From an optimization exercise on the open Yosys and OpenROAD flow, aimed at small area and a short achievable clock period; shortcuts taken in it are not production practice. The RTL was checked by simulation tests, not by an equivalence proof against the original design.

==> tundra <==
Design encoder_3c1s_18x18, start of the top module:
module encoder_3c1s_18x18(datain, clock, codeout);
    input wire [219:0] datain;
    input wire clock;
    output wire [239:0] codeout;
    TNS_encoder_12 ecoder01( .datain(datain[10:0]), .clock(clock), .codeout(codeout[11:0]) );
    TNS_encoder_12 ecoder02( .datain(datain[21:11]), .clock(clock), .codeout(codeout[23:12]) );
    TNS_encoder_12 ecoder03( .datain(datain[32:22]), .clock(clock), .codeout(codeout[35:24]) );
    TNS_encoder_12 ecoder04( .datain(datain[43:33]), .clock(clock), .codeout(codeout[47:36]) );
    TNS_encoder_12 ecoder05( .datain(datain[54:44]), .clock(clock), .codeout(codeout[59:48]) );
    TNS_encoder_12 ecoder06( .datain(datain[65:55]), .clock(clock), .codeout(codeout[71:60]) );
    TNS_encoder_12 ecoder07( .datain(datain[76:66]), .clock(clock), .codeout(codeout[83:72]) );
    TNS_encoder_12 ecoder08( .datain(datain[87:77]), .clock(clock), .codeout(codeout[95:84]) );
    TNS_encoder_12 ecoder09( .datain(datain[98:88]), .clock(clock), .codeout(codeout[107:96]) );
    TNS_encoder_12 ecoder10( .datain(datain[109:99]), .clock(clock), .codeout(codeout[119:108]) );
    TNS_encoder_12 ecoder11( .datain(datain[120:110]), .clock(clock), .codeout(codeout[131:120]) );
    TNS_encoder_12 ecoder12( .datain(datain[131:121]), .clock(clock), .codeout(codeout[143:132]) );
  ...
Settings: LEC_CHECK=0, CAP_MARGIN=20, CORE_MARGIN=2, CORE_UTILIZATION=65, SLEW_MARGIN=20; clock period 12.0 ns.
standard.sh (not shown) runs the stock make flow with config.mk's settings and CLKGATE_MAP_FILE= SYNTH_SCRIPT=/design/flow/synth_recipe.tcl, a recipe that flattens the netlist after the stock synthesis.
==> flow/flow/run.sh <==
#!/bin/bash
# Own layout flow. The standard synthesis runs first, for reference. Then our own synthesis of
# the same RTL: Yosys's generic synthesis (no fsm/share passes, flattened) without its adder
# extraction, and a light ABC mapping that keeps the structure of the logic as the RTL gives it.
# Its registers are renamed to the standard synthesis's names (paired by the port each drives,
# same cell types), and it replaces the standard netlist if that pairing succeeds. Then the standard flow's
# standard layout runs from floorplan on, with buf_2 cells as the port buffers.
set -euo pipefail
W=$(pwd)
R=$W/orfs/results/$FLOW_PLATFORM/encoder_3c1s_18x18/base
YOSYS=yosys
[ -x "$FLOW_HOME/../tools/install/yosys/bin/yosys" ] && YOSYS=$FLOW_HOME/../tools/install/yosys/bin/yosys
LIB=$FLOW_HOME/platforms/$FLOW_PLATFORM/lib/sky130_fd_sc_hd__tt_025C_1v80.lib

bash standard.sh synth > std_synth.log 2>&1
cp $R/1_2_yosys.v $W/std_1_2_yosys.v

DU=""
for c in $(sed -n '/^export DONT_USE_CELLS/,/^$/p' $FLOW_HOME/platforms/$FLOW_PLATFORM/config.mk | grep -o 'sky130_fd_sc_hd__[a-z0-9_]*'); do
  DU="$DU -dont_use $c"
done
cat > $W/own_synth.ys <<EOT
read_verilog -sv $FLOW_DESIGN
synth -flatten -nofsm -noshare -noabc -top $FLOW_TOP
opt -purge
dfflibmap -liberty $LIB $DU
opt
abc -script $W/flow/map.abc -liberty $LIB $DU -D 12000
opt_clean -purge
hilomap -singleton -hicell sky130_fd_sc_hd__conb_1 HI -locell sky130_fd_sc_hd__conb_1 LO
splitnets
opt_clean -purge
rename -hide w:* x:* %d
stat -liberty $LIB
write_verilog -noattr -nohex -nodec $W/own_1_2_yosys.v
EOT
if $YOSYS -s $W/own_synth.ys > own_synth.log 2>&1 && \
   python3 $W/flow/regnames.py $W/std_1_2_yosys.v $W/own_1_2_yosys.v $W/own_named_1_2_yosys.v > regnames.log 2>&1; then
  echo "using own synthesis" > synth_choice.log
  cp $W/own_named_1_2_yosys.v $R/1_2_yosys.v
  touch $R/1_2_yosys.v
else
  echo "own synthesis failed or registers differ; keeping the standard netlist" > synth_choice.log
fi
export BUFFER_PORTS_ARGS="-buffer_cell sky130_fd_sc_hd__buf_2"
# ask the repair steps for more setup slack than the constraints need, to shorten the period
export SETUP_SLACK_MARGIN=8.2
bash standard.sh > layout.log 2>&1
Other scripts of this flow, unchanged in this note and not shown: flow/flow/map.abc, flow/flow/regnames.py
==> indigo (differences from tundra) <==
Settings changed: CORE_UTILIZATION 65 to 40.
==> comparison table <==
Pre-CTS worst setup slack: tundra 7.077 ns; indigo 7.085 ns
Number of H-tree levels: tundra 1; indigo 2
Row Count: tundra 78; indigo 100
DIE HEIGHT: tundra 218.7 um; indigo 277.7 um
Ports: tundra 461; indigo 461
Total placed cells including tap cells: tundra 5882; indigo 6251
Post-Place Cell Area: tundra 34450 um2; indigo 34920 um2
Die X: tundra 218.7 um; indigo 277.7 um
Number of cells produced by synthesis: tundra 4826; indigo 4826
Post-CTS resize count: tundra 1298; indigo 1291
Net count after synthesis: tundra 5047; indigo 5047
Run status: tundra stopped before the end; indigo no timing/DRC/antenna violations
Failing step: tundra clock tree synthesis (4_1_cts); indigo -
Sum of net half-perimeters after detailed placement: tundra 73.07 mm; indigo 78.12 mm
RD Place Congestion: tundra 1.036; indigo 0.9631
Post-CTS Repair Setup Buffers: tundra 411; indigo 412
CTS Buf Count: tundra 31; indigo 37
Max Root-Sink Buffers: tundra 3; indigo 3
Effective utilization at floorplan: tundra 0.6591; indigo 0.4033
Cell at the root of the clock tree: tundra clkbuf_16; indigo clkbuf_16

* * *

==> 09-26: inputs <==
Another version of the RTL of encoder_3c1s_18x18 (not shown whole).
## encoder_3c1s_18x18
module encoder_3c1s_18x18(datain, clock, codeout);
    input wire [219:0] datain;
    input wire clock;
    output wire [239:0] codeout;
    TNS_encoder_12 ecoder01( .datain(datain[10:0]), .clock(clock), .codeout(codeout[11:0]) );
    TNS_encoder_12 ecoder02( .datain(datain[21:11]), .clock(clock), .codeout(codeout[23:12]) );
    TNS_encoder_12 ecoder03( .datain(datain[32:22]), .clock(clock), .codeout(codeout[35:24]) );
    TNS_encoder_12 ecoder04( .datain(datain[43:33]), .clock(clock), .codeout(codeout[47:36]) );
    TNS_encoder_12 ecoder05( .datain(datain[54:44]), .clock(clock), .codeout(codeout[59:48]) );
    TNS_encoder_12 ecoder06( .datain(datain[65:55]), .clock(clock), .codeout(codeout[71:60]) );
    TNS_encoder_12 ecoder07( .datain(datain[76:66]), .clock(clock), .codeout(codeout[83:72]) );
    TNS_encoder_12 ecoder08( .datain(datain[87:77]), .clock(clock), .codeout(codeout[95:84]) );
    TNS_encoder_12 ecoder09( .datain(datain[98:88]), .clock(clock), .codeout(codeout[107:96]) );
    TNS_encoder_12 ecoder10( .datain(datain[109:99]), .clock(clock), .codeout(codeout[119:108]) );
    TNS_encoder_12 ecoder11( .datain(datain[120:110]), .clock(clock), .codeout(codeout[131:120]) );
    TNS_encoder_12 ecoder12( .datain(datain[131:121]), .clock(clock), .codeout(codeout[143:132]) );
    TNS_encoder_12 ecoder13( .datain(datain[142:132]), .clock(clock), .codeout(codeout[155:144]) );
    TNS_encoder_12 ecoder14( .datain(datain[153:143]), .clock(clock), .codeout(codeout[167:156]) );
    TNS_encoder_12 ecoder15( .datain(datain[164:154]), .clock(clock), .codeout(codeout[179:168]) );
    TNS_encoder_12 ecoder16( .datain(datain[175:165]), .clock(clock), .codeout(codeout[191:180]) );
    TNS_encoder_12 ecoder17( .datain(datain[186:176]), .clock(clock), .codeout(codeout[203:192]) );
    TNS_encoder_12 ecoder18( .datain(datain[197:187]), .clock(clock), .codeout(codeout[215:204]) );
    TNS_encoder_12 ecoder19( .datain(datain[208:198]), .clock(clock), .codeout(codeout[227:216]) );
    TNS_encoder_12 ecoder20( .datain(datain[219:209]), .clock(clock), .codeout(codeout[239:228]) );
endmodule
Settings: LEC_CHECK=0, CAP_MARGIN=20, CORE_MARGIN=2, CORE_UTILIZATION=40, SLEW_MARGIN=20; clock period 12.0 ns.
==> flow/flow/run.sh <==
#!/bin/bash
# Own layout flow. The standard synthesis runs first, for reference. Then our own synthesis of
# the same RTL: Yosys's generic synthesis (no fsm/share passes, flattened) without its adder
# extraction, and a light ABC mapping that keeps the structure of the logic as the RTL gives it.
# Its registers are renamed to the standard synthesis's names (paired by the port each drives,
# same cell types), and it replaces the standard netlist if that pairing succeeds. Then the standard flow's
# standard layout runs from floorplan on, with buf_2 cells as the port buffers (the output
# ones become buf_1 after global placement) and a setup margin for the repair steps.
set -euo pipefail
W=$(pwd)
R=$W/orfs/results/$FLOW_PLATFORM/encoder_3c1s_18x18/base
YOSYS=yosys
[ -x "$FLOW_HOME/../tools/install/yosys/bin/yosys" ] && YOSYS=$FLOW_HOME/../tools/install/yosys/bin/yosys
LIB=$FLOW_HOME/platforms/$FLOW_PLATFORM/lib/sky130_fd_sc_hd__tt_025C_1v80.lib

bash standard.sh synth > std_synth.log 2>&1
cp $R/1_2_yosys.v $W/std_1_2_yosys.v

DU=""
for c in $(sed -n '/^export DONT_USE_CELLS/,/^$/p' $FLOW_HOME/platforms/$FLOW_PLATFORM/config.mk | grep -o 'sky130_fd_sc_hd__[a-z0-9_]*'); do
  DU="$DU -dont_use $c"
done
cat > $W/own_synth.ys <<EOT
read_verilog -sv $FLOW_DESIGN
synth -flatten -nofsm -noshare -noabc -top $FLOW_TOP
opt -purge
dfflibmap -liberty $LIB $DU
opt
abc -script $W/flow/map.abc -liberty $LIB $DU -D 12000
opt_clean -purge
hilomap -singleton -hicell sky130_fd_sc_hd__conb_1 HI -locell sky130_fd_sc_hd__conb_1 LO
splitnets
opt_clean -purge
rename -hide w:* x:* %d
stat -liberty $LIB
write_verilog -noattr -nohex -nodec $W/own_1_2_yosys.v
EOT
if $YOSYS -s $W/own_synth.ys > own_synth.log 2>&1 && \
   python3 $W/flow/regnames.py $W/std_1_2_yosys.v $W/own_1_2_yosys.v $W/own_named_1_2_yosys.v > regnames.log 2>&1; then
  echo "using own synthesis" > synth_choice.log
  cp $W/own_named_1_2_yosys.v $R/1_2_yosys.v
  touch $R/1_2_yosys.v
else
  echo "own synthesis failed or registers differ; keeping the standard netlist" > synth_choice.log
fi
export BUFFER_PORTS_ARGS="-buffer_cell sky130_fd_sc_hd__buf_2"
# ask the repair steps for more setup slack than the constraints need, to shorten the period
export SETUP_SLACK_MARGIN=7.6
export POST_GLOBAL_PLACE_TCL=$W/flow/post_gpl.tcl
bash standard.sh > layout.log 2>&1
==> flow/flow/post_gpl.tcl <==
# Runs after global placement (POST_GLOBAL_PLACE_TCL). The output ports have setup slack to
# spare, so their port buffers become the smallest buffer; detailed placement legalizes later.
set n 0
foreach inst [get_cells output*] {
  if { [get_property $inst ref_name] == "sky130_fd_sc_hd__buf_2" } {
    replace_cell $inst sky130_fd_sc_hd__buf_1
    incr n
  }
}
puts "post_gpl: $n output port buffers set to sky130_fd_sc_hd__buf_1"
Other scripts of this flow, unchanged in this note and not shown: flow/flow/map.abc, flow/flow/regnames.py
==> 09-10 (differences from 09-26) <==
--- a/flow/flow/run.sh
+++ b/flow/flow/run.sh
@@ -5,6 +5,5 @@
 # Its registers are renamed to the standard synthesis's names (paired by the port each drives,
 # same cell types), and it replaces the standard netlist if that pairing succeeds. Then the standard flow's
-# standard layout runs from floorplan on, with buf_2 cells as the port buffers (the output
-# ones become buf_1 after global placement) and a setup margin for the repair steps.
+# standard layout runs from floorplan on, with buf_2 cells as the port buffers.
 set -euo pipefail
 W=$(pwd)
@@ -47,4 +46,3 @@
 # ask the repair steps for more setup slack than the constraints need, to shorten the period
 export SETUP_SLACK_MARGIN=7.6
-export POST_GLOBAL_PLACE_TCL=$W/flow/post_gpl.tcl
 bash standard.sh > layout.log 2>&1
removed: flow/flow/post_gpl.tcl
==> 06-25 (differences from 09-26) <==
--- a/flow/flow/run.sh
+++ b/flow/flow/run.sh
@@ -46,5 +46,5 @@
 export BUFFER_PORTS_ARGS="-buffer_cell sky130_fd_sc_hd__buf_2"
 # ask the repair steps for more setup slack than the constraints need, to shorten the period
-export SETUP_SLACK_MARGIN=7.6
+export SETUP_SLACK_MARGIN=7.45
 export POST_GLOBAL_PLACE_TCL=$W/flow/post_gpl.tcl
 bash standard.sh > layout.log 2>&1
==> results by group <==
Outcome
  – Outcome: complete, no violations

Setup path
  – RR Endpoint: ecoder17.codeout[0]$_DFF_P_

Layout
  – Area taken by multi-input logic gates: 21,200 um2
  – ClkCell Share: 0.0407

Timing
  – Relative slew slack: 0.557

Routing
  – Met3 wire len: 6790 um

Placed design
  – Final HPWL DP: 70,100 um

Global routing
  – Tot GR Track Use: 0.229
The numbers above come from 06-25.

==> results by group <==
Outcome
  – Outcome: complete, no violations

Layout
  – ClkCell Share: 0.0387

Routing
  – Met3 wire len: 6800 um

Timing
  – Relative slew slack: 0.489

Placed design
  – Final HPWL DP: 70,100 um

Global routing
  – Tot GR Track Use: 0.228
The numbers above come from 09-10.

==> results by group <==
Outcome
  – Outcome: complete, no violations

Timing
  – Relative slew slack: 0.612

Setup path
  – RR Endpoint: ecoder17.codeout[0]$_DFF_P_

Routing
  – Met3 wire len: 6650 um
The numbers above come from 09-26.

## what the ideal ports hide
The results above use ideal ports. As a check the final layouts listed here were re-extracted and re-timed, cells and wires unchanged.
Step 1 sets driving cells, clkbuf_16 on the clock port and buf_2 on the other inputs (assumed; they add their load-dependent delay and slew).
Step 2 moves the port delays by t, midway between the first and last clock arrival at a register: inputs arrive t later, outputs are due t later. That takes back most of the time a late clock gives input paths.
a / b / c = no drivers / after step 1 / after step 2; a / b = the first two.
run | t (ns) | setup slack, ns | hold WS [ns] | worst setup path at the end
indigo | 0.635 | 7.900 / 7.782 / 7.148 | 0.554 / 0.554 / 0.554 | input to register
09-26 | 0.621 | 7.682 / 7.716 / 7.095 | 0.566 / 0.566 / 0.566 | input to register
09-10 | 0.622 | 7.677 / 7.691 / 7.069 | 0.567 / 0.567 / 0.567 | input to register
06-25 | 0.619 | 7.643 / 7.615 / 6.996 | 0.563 / 0.563 / 0.563 | input to register
After both steps setup and hold are still met in every run listed. The setup slack of indigo, which loses most, moves by -0.118 ns with the drivers and by -0.752 ns with both steps.
